Source: an optimization exercise on an open RTL-to-GDS flow (aim: small area and a short achievable clock period). Production flows keep margins and buffers that such runs may drop. In this exercise RTL edits were held to simulation tests only and were not proved equivalent to the original.

===== design/flow/config.mk =====
export PLATFORM = sky130hd
export DESIGN_NAME = Main_module
export DESIGN_NICKNAME = Main_module
export VERILOG_FILES = /design/flow/design.v
export SDC_FILE = /design/flow/constraint.sdc
export NUM_CORES = 4
export LEC_CHECK = 0
export CAP_MARGIN = 20
export CORE_MARGIN = 2
export CORE_UTILIZATION = 40
export SLEW_MARGIN = 20

===== design/flow/design.v =====
`timescale 1ns / 1ps
module Fuzzy_logic_based_tuner(
 input [9:0] target_vel, 
 input [9:0] current_vel,
 output reg[3:0] Kp,Kd,
 input clk,rst,enable
 );
   reg[9:0] target_vel_r; 
   reg[9:0] current_vel_r;
   wire[3:0] Kp_final,Kd_final;
	reg signed[10:0] Error,D_Error,prev_error;
	reg signed[10:0] Negative_Error,Zero_Error,Positive_Error,Negative_D_Error,Zero_D_Error,Positive_D_Error;
	reg[3:0] Kp_Small, Kp_Medium, Kp_Large, Kd_Small, Kd_Medium, Kd_Large;
	reg[3:0] Kp_Small_q, Kp_Medium_q, Kp_Large_q, Kd_Small_q, Kd_Medium_q, Kd_Large_q;
	reg[9:0] Fuzzy_Matrix[0:2][0:2];
	wire[3:0] Kp_Small_Value,Kp_Medium_Value,Kp_Large_Value;
	wire[3:0] Kd_Small_Value,Kd_Medium_Value,Kd_Large_Value;
	wire[7:0] Kp_Small_prod,Kp_Medium_prod,Kp_Large_prod,Kp_num;
	wire[7:0] Kd_Small_prod,Kd_Medium_prod,Kd_Large_prod,Kd_num;
	wire[5:0] Kp_deno,Kd_deno;
	assign Kp_Small_Value=1;
	assign Kp_Medium_Value=4;
	assign Kp_Large_Value=7;
	assign Kd_Small_Value=2;
	assign Kd_Medium_Value=9;
	assign Kd_Large_Value=12;
	assign Kp_Small_prod=Kp_Small_q*Kp_Small_Value;
	assign Kp_Medium_prod=Kp_Medium_q*Kp_Medium_Value;
	assign Kp_Large_prod=Kp_Large_q*Kp_Large_Value;
	assign Kd_Small_prod=Kd_Small_q*Kd_Small_Value;
	assign Kd_Medium_prod=Kd_Medium_q*Kd_Medium_Value;
	assign Kd_Large_prod=Kd_Large_q*Kd_Large_Value;
	assign Kp_num=Kp_Small_prod+Kp_Medium_prod+Kp_Large_prod;
	assign Kd_num=Kd_Small_prod+Kd_Medium_prod+Kd_Large_prod;
   assign Kp_deno=Kp_Small_q+Kp_Medium_q+Kp_Large_q;	
	assign Kd_deno=Kd_Small_q+Kd_Medium_q+Kd_Large_q;
   assign Kp_final=(Kp_deno==0)?4'd0:Kp_num/Kp_deno;
   assign Kd_final=(Kd_deno==0)?4'd0:Kd_num/Kd_deno;	
   always@ (posedge clk)
	begin
		if(rst==1)begin
			Error=0;
			prev_error=0;
			Kp_Small_q<=0;
			Kp_Medium_q<=0;
			Kp_Large_q<=0;
			Kd_Small_q<=0;
			Kd_Medium_q<=0;
			Kd_Large_q<=0;
			Kp<=0;
			Kd<=0;
			end
		else if(enable==1)begin
			Kp<=Kp_final;
			Kd<=Kd_final;
         Error=target_vel-current_vel;
			D_Error=Error-prev_error;
			Negative_Error=0;
			Zero_Error=0;
			Positive_Error=0;
			Negative_D_Error=0;
			Zero_D_Error=0;
			Positive_D_Error=0;
			if(Error>10)begin
			   Positive_Error = 10;
		   end
		   else if(Error<-10)begin
			   Negative_Error = 10;
		   end
		   else begin
			  if(Error > 0) begin
				   Positive_Error = Error;
				   Zero_Error = 10 - Error;
			  end
			  else begin
					Negative_Error =  -Error;
					Zero_Error = 10 + Error;
			  end
		   end
			if(D_Error>10)begin
				Positive_D_Error = 10;
			end
			else if(D_Error<-10)begin
				Negative_D_Error = 10;
			end
			else begin
				if(D_Error > 0)begin
					Positive_D_Error = D_Error;
					Zero_D_Error = 10 - D_Error;
				end
				else begin
					Negative_D_Error =  - D_Error;
					Zero_D_Error = 10 + D_Error;
				end
			end
			Fuzzy_Matrix[0][0] = Negative_D_Error < Negative_Error ? Negative_D_Error : Negative_Error;
			Fuzzy_Matrix[0][1] = Zero_D_Error < Negative_Error ? Zero_D_Error : Negative_Error;
			Fuzzy_Matrix[0][2] = Positive_D_Error < Negative_Error ? Positive_D_Error : Negative_Error;
			Fuzzy_Matrix[1][0] = Negative_D_Error < Zero_Error ? Negative_D_Error : Zero_Error;
			Fuzzy_Matrix[1][1] = Zero_D_Error < Zero_Error ? Zero_D_Error : Zero_Error;
			Fuzzy_Matrix[1][2] = Positive_D_Error < Zero_Error ? Positive_D_Error : Zero_Error;
			Fuzzy_Matrix[2][0] = Negative_D_Error < Positive_Error ? Negative_D_Error : Positive_Error;
			Fuzzy_Matrix[2][1] = Zero_D_Error < Positive_Error ? Zero_D_Error : Positive_Error;
			Fuzzy_Matrix[2][2] = Positive_D_Error < Positive_Error ? Positive_D_Error : Positive_Error;
			Kp_Small = Fuzzy_Matrix[1][1];
			Kp_Medium = Fuzzy_Matrix[1][0] > Fuzzy_Matrix[0][1] ? Fuzzy_Matrix[1][0] : Fuzzy_Matrix[0][1];
			Kp_Medium = Kp_Medium > Fuzzy_Matrix[2][1] ? Kp_Medium : Fuzzy_Matrix[2][1];
			Kp_Medium = Kp_Medium > Fuzzy_Matrix[1][2] ? Kp_Medium : Fuzzy_Matrix[1][2];
			Kp_Medium = Kp_Medium > Fuzzy_Matrix[0][0] ? Kp_Medium : Fuzzy_Matrix[0][0];
			Kp_Medium = Kp_Medium > Fuzzy_Matrix[2][2] ? Kp_Medium : Fuzzy_Matrix[2][2];
			Kp_Large =  Fuzzy_Matrix[0][2] > Fuzzy_Matrix[2][0] ? Fuzzy_Matrix[0][2] : Fuzzy_Matrix[2][0];
			Kd_Small = Fuzzy_Matrix[0][2] > Fuzzy_Matrix[2][0] ? Fuzzy_Matrix[0][2] : Fuzzy_Matrix[2][0];
			Kd_Small = Kd_Small > Fuzzy_Matrix[1][1] ? Kd_Small : Fuzzy_Matrix[1][1];
			Kd_Medium = Fuzzy_Matrix[0][0] > Fuzzy_Matrix[0][1] ? Fuzzy_Matrix[0][0] : Fuzzy_Matrix[0][1];
			Kd_Medium = Kd_Medium > Fuzzy_Matrix[2][1] ? Kd_Medium : Fuzzy_Matrix[2][1];
			Kd_Medium = Kd_Medium > Fuzzy_Matrix[2][2] ? Kd_Medium : Fuzzy_Matrix[2][2];
			Kd_Large = Fuzzy_Matrix[1][0] > Fuzzy_Matrix[1][2] ? Fuzzy_Matrix[1][0] : Fuzzy_Matrix[1][2];
			Kp_Small_q<=Kp_Small;
			Kp_Medium_q<=Kp_Medium;
			Kp_Large_q<=Kp_Large;
			Kd_Small_q<=Kd_Small;
			Kd_Medium_q<=Kd_Medium;
			Kd_Large_q<=Kd_Large;
			prev_error=Error;
			end
		else begin
		end
	end
endmodule
`timescale 1ns / 1ps
module PID_Controller(
 input [9:0] target_vel, 
 input [9:0] current_vel,
 input [3:0] Kp,Kd,Ki,
 input clk,rst,en,
 output reg[9:0] vel_output
    );
	reg[9:0] target_vel_r; 
   reg[9:0] current_vel_r;
   reg[3:0] Kp_r,Kd_r,Ki_r;
	reg signed[10:0] error,error_diff,error_accum,prev_error;
	wire[9:0] vel_output_w;
   assign vel_output_w=Kp*error+Ki*error_accum+Kd*error_diff;	 
   always@ (posedge clk)
	begin
		if(rst==1)begin
			error<=0;
			error_diff<=0;
			error_accum<=0;
			prev_error<=0;
			vel_output<=0;
			end
		else if(en==1)begin
			vel_output<=vel_output_w;
		   target_vel_r=target_vel;
			current_vel_r=current_vel;
			Kp_r=Kp;
			Kd_r=Kd;
			Ki_r=Ki;
			error<=target_vel-current_vel;
			error_diff<=target_vel-current_vel-prev_error;
	      error_accum<=error_accum+target_vel-current_vel;
			prev_error<=target_vel-current_vel;
			end
		else begin
		   prev_error<=0;
			error_accum<=0;
			end
	end
endmodule
`timescale 1ns / 1ps
module Main_module(
 input clk,
 input rst,
 input enable,
 input [9:0] target_vel,
 input [9:0] current_vel,
 input [3:0] Ki,
 output [3:0] Kp,
 output [3:0] Kd,
 output [9:0] vel_output
 );
   Fuzzy_logic_based_tuner XLXI_2 (.target_vel(target_vel),
                                   .current_vel(current_vel),
                                   .Kp(Kp),
                                   .Kd(Kd),
                                   .clk(clk),
                                   .rst(rst),
                                   .enable(enable));
   PID_Controller XLXI_1 (.target_vel(target_vel),
                          .current_vel(current_vel),
                          .Kp(Kp),
                          .Kd(Kd),
                          .Ki(Ki),
                          .clk(clk),
                          .rst(rst),
                          .en(enable),
                          .vel_output(vel_output));
endmodule

===== design/flow/constraint.sdc =====
create_clock -name core_clock -period 22.0 [get_ports {clk}]
set_input_delay 4.4000 -clock core_clock [delete_from_list [all_inputs] [get_ports {clk}]]
set_output_delay 4.4000 -clock core_clock [all_outputs]
set_load 0.01 [all_outputs]

===== design/flow/run.sh =====
#!/bin/bash
# synth_recipe.tcl (not shown) runs the flow's synth.tcl, then flattens the netlist and writes it again
# the make line also repeats each setting of config.mk as NAME=value (left out here)
make -C /OpenROAD-flow-scripts/flow DESIGN_CONFIG=/design/flow/config.mk WORK_HOME=/design/flow/orfs CLKGATE_MAP_FILE= SYNTH_SCRIPT=/design/flow/synth_recipe.tcl finish

==> run summary <==
worst min-delay path: cells and delay by family, from the launching register on:
| family | cells | cell delay [ns] |
|---|---|---|
| flip-flops | 1 | 0.33 |
| AO/OA/AOI/OAI | 1 | 0.06 |
| AND/OR/NAND/NOR | 1 | 0.05 |
layer usage:
| layer | vias up | part of all wire | GRT usage |
|---|---|---|---|
| li1 | 7849 | - | - |
| met1 | 7512 | 0.47 | 0.297 |
| met2 | 328 | 0.47 | 0.391 |
| met3 | 57 | 0.037 | 0.0165 |
| met4 | 0 | 0.017 | 0.0474 |
| met5 | - | 0 | 0 |
Yosys cell counts, types with 7 or more instances:
library cell,n
a211oi_1,17
ha_1,345
a211o_1,9
or3_1,8
a21oi_1,144
nand3_1,38
o21ai_0,94
nor2b_1,44
a21o_1,88
inv_1,250
nor2_1,135
fa_1,93
o21a_1,59
or2_2,10
clkbuf_1,39
a31oi_1,7
mux2i_1,50
and3_1,10
nand2b_1,39
o31ai_1,21
dfxtp_1,83
o211ai_1,9
nand4_1,21
xnor2_1,75
o21bai_1,14
and2_1,57
nor4_1,9
nor3b_1,8
nand2_1,170
nor3_1,54
xor2_1,25
mux2_2,25
flip-flops by register name, indices dropped and copies added, names as in the netlist:
name                flops
XLXI_2.Kp_Medium_q      4
XLXI_2.Kp_Large_q       4
XLXI_2.Kd               4
XLXI_2.Kd_Large_q       4
XLXI_2.Kd_Small_q       4
XLXI_1.error           11
XLXI_1.vel_output      10
XLXI_1.error_diff      10
XLXI_1.prev_error      10
XLXI_2.Kp               4
XLXI_1.error_accum     10
XLXI_2.Kp_Small_q       4
XLXI_2.Kd_Medium_q      4
metrics by stage:
| step | area [µm²] | instances | setup WS, ns |
|---|---|---|---|
| 2_1_floorplan | 17900 | 2268 | 3.89 |
| 3_3_place_gp | 19000 | 2864 | 1.61 |
| 3_5_place_dp | 19000 | 2864 | 1.05 |
| 4_1_cts | 19300 | 2880 | 1.36 |
| 5_1_grt | 19300 | 2880 | 0.155 |
| 6_report | 19300 | 2880 | 1.42 |
layout by cell type, fill, tap and decap left out, drive strengths merged, types with 6 or more instances in the layout:
| master | n |
|---|---|
| dfxtp | 83 |
| o31ai | 22 |
| nor2 | 135 |
| conb | 87 |
| a21oi | 145 |
| or2 | 12 |
| mux2 | 25 |
| a31oi | 7 |
| nand2b | 40 |
| clkbuf | 9 |
| mux2i | 50 |
| nor2b | 44 |
| nor3 | 54 |
| and3 | 12 |
| ha | 345 |
| xor2 | 25 |
| and2 | 59 |
| inv | 254 |
| o211ai | 9 |
| a21o | 89 |
| nor4 | 9 |
| o21ai | 97 |
| o21bai | 15 |
| buf | 17 |
| a211o | 9 |
| or3 | 9 |
| a22o | 6 |
| fa | 93 |
| a211oi | 17 |
| nand3 | 38 |
| nand4 | 22 |
| nand2 | 170 |
| clkdlybuf4s50 | 43 |
| o21a | 59 |
| xnor2 | 75 |
| nor3b | 8 |
area by class of cell:
type | count | area, µm² | area share
sequential | 83 | 1660 | 0.0862
clock buffer | 9 | 225 | 0.0117
timing repair buffer | 60 | 556 | 0.0288
multi-input combinational | 1884 | 15100 | 0.783
tap | 585 | 732 | 0.0380
clock inverter | 7 | 58.8 | 0.00305
inverter | 252 | 946 | 0.0491
worst max-delay path by stage:
stage | endpoint | start | cells after the start
6_report | XLXI_2.Kp_Medium_q[0] | target_vel[0] | 71
5_1_grt | XLXI_2.Kp_Medium_q[0] | current_vel[2] | 71
4_1_cts | XLXI_2.Kp_Medium_q[0] | current_vel[2] | 71
3_5_place_dp | XLXI_2.Kp_Medium_q[0] | current_vel[2] | 71
3_3_place_gp | XLXI_2.Kp_Medium_q[3] | current_vel[1] | 71
2_1_floorplan | XLXI_2.Kp_Medium_q[3] | current_vel[3] | 79
what timing repair did:
| item | in CTS | in global routing |
|---|---|---|
| hold endpoints to repair | 0 | 0 |
| setup buffers | 0 | 0 |
| gates resized for setup | 0 | 2 |
| setup endpoints to repair | 0 | 4 |
logic make-up after synthesis:
| group | share of synthesized area |
|---|---|
| buf+inv | 0.0658 |
| xor+xnor | 0.0498 |
| flops | 0.0945 |
| mux | 0.0445 |
| fa+ha+maj | 0.352 |
| compound gates | 0.213 |
| other cells | 0.000427 |
| simple gates | 0.180 |
==> run summary <==
- The run finished with no timing, DRC or antenna violations.
- The number of antenna diodes in the final layout is 0.
- Final standard cell utilization of the core: 0.445
* GR Overflow Total: 0
- Clock skew: around 0.01 ns
- After filler insertion, the fill cell instance count of the layout stands at ~4300.
* RSZ-0062 raised after global routing: no
* I/O pin count: between 40 and 50
- After synthesis the netlist holds a flip-flop and latch count of 83.
- Buffers inserted during clock tree synthesis total 9.
- Sequential area share after synthesis: 0.0945
- Htree depth: 3
- Final hold violation count: 0
* Initial core utilization: 0.406
- Together, buffers and inverters on the worst path number 6.
- Wire length of the first global-routing pass: a little over 80000 µm
- Post-CTS Hold Buffers: 0
- In this run the worst hold path is classified as flop to flop.
- The worst register-to-register path begins at XLXI_1.error[0].
- The wire-length estimate of the detail-placed layout is approximately 41000 µm.
- On the critical path the largest part of the delay comes from compound AO/OA/AOI/OAI gates.
- In this run, synthesis inferred 0 flip-flops with an integrated enable.
- Worst reg2reg endpoint: XLXI_2.Kp_Medium_q[0]
- Ratio of final minimum period to clock period: 0.935
- Number of rows in the core area: 76
- Min-Delay Path Depth: 2
- Die boundary width: around 210 µm
* Capturing element type of the critical path: flop
- Floorplan Core Area: 0.0433 mm²
* Post-synthesis instance area: ~0.018 mm²
- Share of final-layout standard cells stronger than drive strength 1: 0.0436
- CTS tree: yes
- The floorplan step set the die height to ~210 µm.
* Most frequently used flop master after synthesis: dfxtp_1
- Drt pass-1 iters: 5
* Worst hold-check slack: about 0.5 ns
- Routability Congestion: approximately 0.98
* Slew of the pin with the lowest slew margin: between 1 and 1.5 ns
* Area fraction of the dominant cell type after synthesis: 0.246
* Maximum fanout encountered on the critical timing path: 14
- In this run the register-to-register setup slack is about 6.9 ns.
* Unique masters post-synth: ~100
- GRT Util Overall: 0.222
* Critical path arrival: 20.84 ns
- In the final design database the tool counted about 2800 nets.
* Most frequent CP cell: o21ai_0
- Minimum clock period: about 20 ns
- At the later pin of the worst-skew pair, clock insertion delay measures approximately 0.36 ns.
* Maximum clock frequency: 48.6 MHz
- Die outline area: around 0.046 mm²
- WL/cell: around 17 µm
- Worst relative slew slack: 0.317
- P&R area growth vs syn: 9.65%
* Number of DRC violations after detailed-routing iteration 0: ~950
- For this run, the slowest stage of the critical path takes 0.67 ns.
* Required time of the critical path: ~22 ns
* Vias post-DR: approximately 16000
* Number of maximum-capacitance violations: 0
- Average instance area after synthesis: about 8.1 µm²
- Clock-pin slew was measured on the worst setup and hold paths at 0.07 ns.
* Terminating pin of the worst hold path: XLXI_1.vel_output[7]
- In the synthesized netlist the async set-or-reset flop fraction comes to 0.
- Cells taking the most area after synthesis: ha_1 25%, fa_1 11%, dfxtp_1 9.5%
* Count of clock tree sinks: between 80 and 90
* Critical path launch point type: primary input
- Worst min-delay path startpoint: XLXI_1.vel_output[7]
* Worst-case clock buffer depth: 2
* Cell at the slowest stage of the critical path: a21oi_1
- Root buffer cell: clkbuf_16
- In the synthesized netlist, the number of instances is around 2200.
* Final sum of negative setup slack: 0 ns
- Buffers on Ports: 44
* Final Routed Wirelength: 49200 µm
* Largest net degree at the start of global routing: 42
- Via count of the first global-routing pass: 15600
- Final setup violation count: 0
* Synthesis warning total: 3
- The biggest area contributor in the post-synthesis netlist is ha_1.
* Residual DRC count: 0
- The critical path is of the primary input to flop type.
- For the worst flop-to-flop path, the logic depth is between 60 and 70.
- Final-report max-slew violation count: 0
- In the routed layout, each cell is associated on average with a via count of roughly 5.5.
- In this run the remaining antenna-violating nets after routing total 0.
* Antenna violations before repair: 0

static timing again, ports no longer ideal:
No port has a modelled driver above. Below, the same layout with a new extraction and two added sets of constraints.
Step 1, drivers: a clkbuf_16 drives clk and a buf_2 each remaining input, both assumed.
Step 2 also shifts input and output timing later by t, the mid clock arrival at the registers, as if the neighbouring blocks saw the same clock.
a / b / c = no drivers / after step 1 / after step 2; a / b = the first two.
t, ns: 0.396
setup slack, ns: 1.425 / 1.443 / 1.047
clock arrival spread, ns: 0.011 / 0.011
slew at the worst register clock pin (ns): 0.07 / 0.07
After both steps setup and hold are still met in this run. For this run, drivers alone change the setup slack by +0.018 ns; drivers and shift together by -0.378 ns.
